What follows belongs to an exercise in optimizing a design on an open flow for small area and a short achievable clock period; a production flow would make more cautious choices.
No activity file was given, so power comes from the tool's default toggle rates.

## SystolicArray4x4
module SystolicArray4x4 (
    input  wire         Clock,
    input  wire         rst_n,
    input  wire         data_clear,
    input  wire         en_b_shift_bottom,
    input  wire         en_shift_right,
    input  wire         en_shift_bottom,
    input  wire [63:0]  a_left_in_flat,
    input  wire [63:0]  b_top_in_flat,
    input  wire [63:0]  ps_top_in_flat,
    output wire [63:0]  ps_bottom_out_flat
);
Size in the first run: about 7000 cells after synthesis, roughly 1200 flip-flops, ~76000 um2 of cells after synthesis.
==> module PE, before the edit <==
module PE (
    input  wire         Clock,
    input  wire         rst_n,
    input  wire         data_clear,
    input  wire         en_b_shift_bottom,
    input  wire         en_shift_right,
    input  wire         en_shift_bottom,
    input  wire [3:0]   step,        
    input  wire         busy,        
    input  wire         valid,       
    input  wire [15:0]  b_in,
    input  wire [15:0]  a_in,
    input  wire [15:0]  ps_in,
    output wire [15:0]  a_shift_to_right,
    output wire [15:0]  b_shift_to_bottom,
    output wire [15:0]  partial_sum_to_bottom
);
    reg [15:0] a_reg;
    reg [15:0] b_reg;
    reg [15:0] acc;
    reg [15:0] ps_reg;
    always @(posedge Clock)
        if (en_shift_right) a_reg <= a_in;
    always @(posedge Clock)
        if (en_b_shift_bottom) b_reg <= b_in;
    assign a_shift_to_right  = a_reg;
    assign b_shift_to_bottom = b_reg;
    wire [4:0] bsel = ({5{step[0]}} & b_reg[15:11])
                    | ({5{step[1]}} & b_reg[11:7])
                    | ({5{step[2]}} & b_reg[7:3])
                    | ({5{step[3]}} & {b_reg[3:0], 1'b0});
    wire [5:0] dnext = {bsel[4] & ~(bsel[3] & bsel[2]),                                    
                        (bsel[4] & ~bsel[3] & ~bsel[2]) | (~bsel[4] & bsel[3] & bsel[2]),  
                        bsel[3] ^ bsel[2],                                                 
                        bsel[2] & ~(bsel[1] & bsel[0]),                                    
                        (bsel[2] & ~bsel[1] & ~bsel[0]) | (~bsel[2] & bsel[1] & bsel[0]),  
                        bsel[1] ^ bsel[0]};                                                
    reg  [5:0] dq;
    always @(posedge Clock)
        if (data_clear)
            dq <= 6'd0;
        else
            dq <= dnext & {6{valid}};
    wire one_l = dq[0], two_l = dq[1], neg_l = dq[2];
    wire one_h = dq[3], two_h = dq[4], neg_h = dq[5];
    reg  [2:0]  cq;
    wire [15:0] a2  = {a_reg[14:0], 1'b0};
    wire [15:0] rl  = (({16{one_l}} & a_reg) | ({16{two_l}} & a2)) ^ {16{neg_l}};
    wire [15:0] rh  = (({16{one_h}} & a_reg) | ({16{two_h}} & a2)) ^ {16{neg_h}};
    wire [15:0] r0  = {acc[11:0], 1'b0, neg_h, 1'b0, neg_l};
    wire [15:0] r2  = {rh[13:0], 2'b00};
    wire [15:0] s1  = r0 ^ rl ^ r2;
    wire [15:0] c1  = {(r0[14:0] & rl[14:0]) | (r0[14:0] & r2[14:0]) | (rl[14:0] & r2[14:0]), 1'b0};
    wire [4:0]  b0  = {1'b0, s1[3:0]}   + {1'b0, c1[3:0]};
    wire [4:0]  b1  = {1'b0, s1[7:4]}   + {1'b0, c1[7:4]};
    wire [4:0]  b2  = {1'b0, s1[11:8]} + {1'b0, c1[11:8]} + {4'b0000, cq[0]};
    wire [3:0]  b3  = s1[15:12] + c1[15:12] + {3'b000, cq[1]};
    wire [15:0] step_sum = {b3, b2[3:0], b1[3:0], b0[3:0]};
    wire [15:0] acc_inc = acc + {3'd0, cq[2], 3'd0, cq[1], 3'd0, cq[0], 4'd0};
    always @(posedge Clock or negedge rst_n) begin
        if (!rst_n) begin
            acc <= 16'd0;
            cq  <= 3'd0;
        end else if (data_clear) begin
            acc <= 16'd0;
            cq  <= 3'd0;
        end else if (busy) begin
            acc <= step_sum;
            cq  <= {b2[4], b1[4], b0[4]};
        end else begin
            acc <= acc_inc;
            cq  <= 3'd0;
        end
    end
    wire [15:0] ps_sum;
    assign ps_sum = ps_in + acc;
    always @(posedge Clock or negedge rst_n) begin
        if (!rst_n)
            ps_reg <= 16'd0;
        else if (data_clear)
            ps_reg <= 16'd0;
        else if (en_shift_bottom)
            ps_reg <= ps_sum;
    end
    assign partial_sum_to_bottom = ps_reg;
endmodule
==> module SystolicArray4x4, before the edit <==
module SystolicArray4x4 (
    input  wire         Clock,
    input  wire         rst_n,
    input  wire         data_clear,
    input  wire         en_b_shift_bottom,
    input  wire         en_shift_right,
    input  wire         en_shift_bottom,
    input  wire [63:0]  a_left_in_flat,
    input  wire [63:0]  b_top_in_flat,
    input  wire [63:0]  ps_top_in_flat,
    output wire [63:0]  ps_bottom_out_flat
);
    reg [3:0] nz_a;
    reg [3:0] nz_b;
    reg [3:0] step;
    reg       busy;
    wire [3:0] nz_a_next = data_clear ? 4'b0000 :
                           en_shift_right ? {nz_a[2:0], 1'b1} : nz_a;
    wire [3:0] nz_b_next = en_b_shift_bottom ? {nz_b[2:0], 1'b1} : nz_b;
    always @(posedge Clock or negedge rst_n) begin
        if (!rst_n) begin
            nz_a <= 4'b0000;
            nz_b <= 4'b0000;
        end else begin
            nz_a <= nz_a_next;
            nz_b <= nz_b_next;
        end
    end
    wire load = en_shift_right | en_b_shift_bottom;
    always @(posedge Clock or negedge rst_n) begin
        if (!rst_n) begin
            step <= 4'd0;
            busy <= 1'b0;
        end else if (load) begin
            step <= 4'b0001;
            busy <= 1'b0;
        end else begin
            step <= {step[2:0], 1'b0};
            busy <= |step;
        end
    end
    wire [15:0] a_wire  [0:3][0:3];
    wire [15:0] b_wire  [0:3][0:3];
    wire [15:0] ps_wire [0:3][0:3];
    genvar r, c;
    generate
        for (r = 0; r < 4; r = r + 1) begin : ROW_BLOCK
            for (c = 0; c < 4; c = c + 1) begin : COL_BLOCK
                wire [15:0] a_in  = (c == 0) ? a_left_in_flat[16*r +: 16] : a_wire[r][c-1];
                wire [15:0] b_in  = (r == 0) ? b_top_in_flat[16*c +: 16]  : b_wire[r-1][c];
                wire [15:0] ps_in = (r == 0) ? ps_top_in_flat[16*c +: 16] : ps_wire[r-1][c];
                PE u_pe (
                    .Clock                  (Clock),
                    .rst_n                  (rst_n),
                    .data_clear             (data_clear),
                    .en_b_shift_bottom      (en_b_shift_bottom),
                    .en_shift_right         (en_shift_right),
                    .en_shift_bottom        (en_shift_bottom),
                    .step                   (step),
                    .busy                   (busy),
                    .valid                  (nz_a[c] & nz_b[r]),
                    .b_in                   (b_in),
                    .a_in                   (a_in),
                    .ps_in                  (ps_in),
                    .a_shift_to_right       (a_wire[r][c]),
                    .b_shift_to_bottom      (b_wire[r][c]),
                    .partial_sum_to_bottom  (ps_wire[r][c])
                );
            end
        end
        for (c = 0; c < 4; c = c + 1) begin : OUT_MAP
            assign ps_bottom_out_flat[16*c +: 16] = ps_wire[3][c];
        end
    endgenerate
endmodule
Settings: LEC_CHECK=0, CAP_MARGIN=20, CORE_MARGIN=2, CORE_UTILIZATION=40, PLACE_DENSITY=0.6, SETUP_SLACK_MARGIN=3.0, SLEW_MARGIN=20; clock period 5.8 ns.
standard.sh (not shown) runs the stock make flow with config.mk's settings and CLKGATE_MAP_FILE= SYNTH_SCRIPT=/design/flow/synth_recipe.tcl, a recipe that flattens the netlist after the stock synthesis.
==> flow/flow/run.sh <==
#!/bin/bash
# Layout flow: the standard ORFS flow, with plain buffers (instead of
# delay cells) on the ports. Each step's full output goes to its own log here.
set -euo pipefail
bash standard.sh synth > flow_synth.log 2>&1
bash standard.sh 'BUFFER_PORTS_ARGS=-buffer_cell sky130_fd_sc_hd__buf_2' finish > flow_layout.log 2>&1
Next try:
--- a/flow/design.v
+++ b/flow/design.v
@@ -4,12 +4,14 @@
     input  wire         data_clear,
     input  wire         en_b_shift_bottom,
     input  wire         en_shift_right,
     input  wire         en_shift_bottom,
     input  wire [3:0]   step,        
     input  wire         busy,        
+    input  wire         resolve,     
+    input  wire         load,        
     input  wire         valid,       
     input  wire [15:0]  b_in,
     input  wire [15:0]  a_in,
     input  wire [15:0]  ps_in,
     output wire [15:0]  a_shift_to_right,
     output wire [15:0]  b_shift_to_bottom,
@@ -33,17 +35,20 @@
                         (bsel[4] & ~bsel[3] & ~bsel[2]) | (~bsel[4] & bsel[3] & bsel[2]),  
                         bsel[3] ^ bsel[2],                                                 
                         bsel[2] & ~(bsel[1] & bsel[0]),                                    
                         (bsel[2] & ~bsel[1] & ~bsel[0]) | (~bsel[2] & bsel[1] & bsel[0]),  
                         bsel[1] ^ bsel[0]};                                                
     reg  [5:0] dq;
-    always @(posedge Clock)
-        if (data_clear)
+    always @(posedge Clock or negedge rst_n) begin
+        if (!rst_n)
+            dq <= 6'd0;
+        else if (load | data_clear)
             dq <= 6'd0;
         else
             dq <= dnext & {6{valid}};
+    end
     wire one_l = dq[0], two_l = dq[1], neg_l = dq[2];
     wire one_h = dq[3], two_h = dq[4], neg_h = dq[5];
     reg  [2:0]  cq;
     wire [15:0] a2  = {a_reg[14:0], 1'b0};
     wire [15:0] rl  = (({16{one_l}} & a_reg) | ({16{two_l}} & a2)) ^ {16{neg_l}};
     wire [15:0] rh  = (({16{one_h}} & a_reg) | ({16{two_h}} & a2)) ^ {16{neg_h}};
@@ -53,30 +58,29 @@
     wire [15:0] c1  = {(r0[14:0] & rl[14:0]) | (r0[14:0] & r2[14:0]) | (rl[14:0] & r2[14:0]), 1'b0};
     wire [4:0]  b0  = {1'b0, s1[3:0]}   + {1'b0, c1[3:0]};
     wire [4:0]  b1  = {1'b0, s1[7:4]}   + {1'b0, c1[7:4]};
     wire [4:0]  b2  = {1'b0, s1[11:8]} + {1'b0, c1[11:8]} + {4'b0000, cq[0]};
     wire [3:0]  b3  = s1[15:12] + c1[15:12] + {3'b000, cq[1]};
     wire [15:0] step_sum = {b3, b2[3:0], b1[3:0], b0[3:0]};
-    wire [15:0] acc_inc = acc + {3'd0, cq[2], 3'd0, cq[1], 3'd0, cq[0], 4'd0};
+    wire [15:0] ps_x = resolve ? {3'd0, cq[2], 3'd0, cq[1], 3'd0, cq[0], 4'd0} : ps_in;
+    wire [15:0] ps_sum;
+    assign ps_sum = ps_x + acc;
     always @(posedge Clock or negedge rst_n) begin
         if (!rst_n) begin
             acc <= 16'd0;
             cq  <= 3'd0;
         end else if (data_clear) begin
             acc <= 16'd0;
             cq  <= 3'd0;
         end else if (busy) begin
             acc <= step_sum;
             cq  <= {b2[4], b1[4], b0[4]};
-        end else begin
-            acc <= acc_inc;
-            cq  <= 3'd0;
+        end else if (resolve) begin
+            acc <= ps_sum;
         end
     end
-    wire [15:0] ps_sum;
-    assign ps_sum = ps_in + acc;
     always @(posedge Clock or negedge rst_n) begin
         if (!rst_n)
             ps_reg <= 16'd0;
         else if (data_clear)
             ps_reg <= 16'd0;
         else if (en_shift_bottom)
@@ -98,12 +102,13 @@
     output wire [63:0]  ps_bottom_out_flat
 );
     reg [3:0] nz_a;
     reg [3:0] nz_b;
     reg [3:0] step;
     reg       busy;
+    reg       resolve;
     wire [3:0] nz_a_next = data_clear ? 4'b0000 :
                            en_shift_right ? {nz_a[2:0], 1'b1} : nz_a;
     wire [3:0] nz_b_next = en_b_shift_bottom ? {nz_b[2:0], 1'b1} : nz_b;
     always @(posedge Clock or negedge rst_n) begin
         if (!rst_n) begin
             nz_a <= 4'b0000;
@@ -115,18 +120,21 @@
     end
     wire load = en_shift_right | en_b_shift_bottom;
     always @(posedge Clock or negedge rst_n) begin
         if (!rst_n) begin
             step <= 4'd0;
             busy <= 1'b0;
+            resolve <= 1'b0;
         end else if (load) begin
             step <= 4'b0001;
             busy <= 1'b0;
+            resolve <= 1'b0;
         end else begin
             step <= {step[2:0], 1'b0};
             busy <= |step;
+            resolve <= busy & ~(|step);
         end
     end
     wire [15:0] a_wire  [0:3][0:3];
     wire [15:0] b_wire  [0:3][0:3];
     wire [15:0] ps_wire [0:3][0:3];
     genvar r, c;
@@ -142,12 +150,14 @@
                     .data_clear             (data_clear),
                     .en_b_shift_bottom      (en_b_shift_bottom),
                     .en_shift_right         (en_shift_right),
                     .en_shift_bottom        (en_shift_bottom),
                     .step                   (step),
                     .busy                   (busy),
+                    .resolve                (resolve),
+                    .load                   (load),
                     .valid                  (nz_a[c] & nz_b[r]),
                     .b_in                   (b_in),
                     .a_in                   (a_in),
                     .ps_in                  (ps_in),
                     .a_shift_to_right       (a_wire[r][c]),
                     .b_shift_to_bottom      (b_wire[r][c]),
Outcome: Register-to-register slack degrades by 0.47 ns; global-route usage climbs by 2.9 points; synthesized area climbs by 2.8%; routed wire length came out higher by 21%; non-clock buffer count rose by 485; critical path depth goes up by 2; sequential power decreases by about 1%; setup slack gets worse by 0.47 ns; total power went up by 5.0%; hold slack loses 0.030 ns; sequential cell count climbs by 1; via count came out higher by 14%; count of clock-buffer cells in the layout decreases by 18; final area is higher by 15%.
No functional check of the RTL was part of any run of this note.

afterwards: timing with drivers on the ports:
The flow's constraints put no driver on any port. The routed layouts listed below were extracted and timed again, unchanged, in two steps.
Step 1, drivers: a clkbuf_16 drives Clock and a buf_2 each remaining input, both assumed.
Step 2 times the ports against the registers' clock, not the clock port: input delays grow and output delays shrink by t, the midpoint of the rising clock arrivals with the driver on.
Three values: ideal ports, drivers, drivers and shift; two values: the first two.
run | shift t [ns] | setup WS [ns] | hold WS [ns]
the first run | 0.853 | 3.012 / 3.012 / 2.333 | 0.384 / 0.359 / 0.436
the second run | 0.885 | 2.541 / 2.541 / 2.039 | 0.355 / 0.336 / 0.425
After both steps setup and hold are still met in every run listed. The setup slack of the first run, which loses most, moves by 0.000 ns with the drivers and by -0.679 ns with both steps.
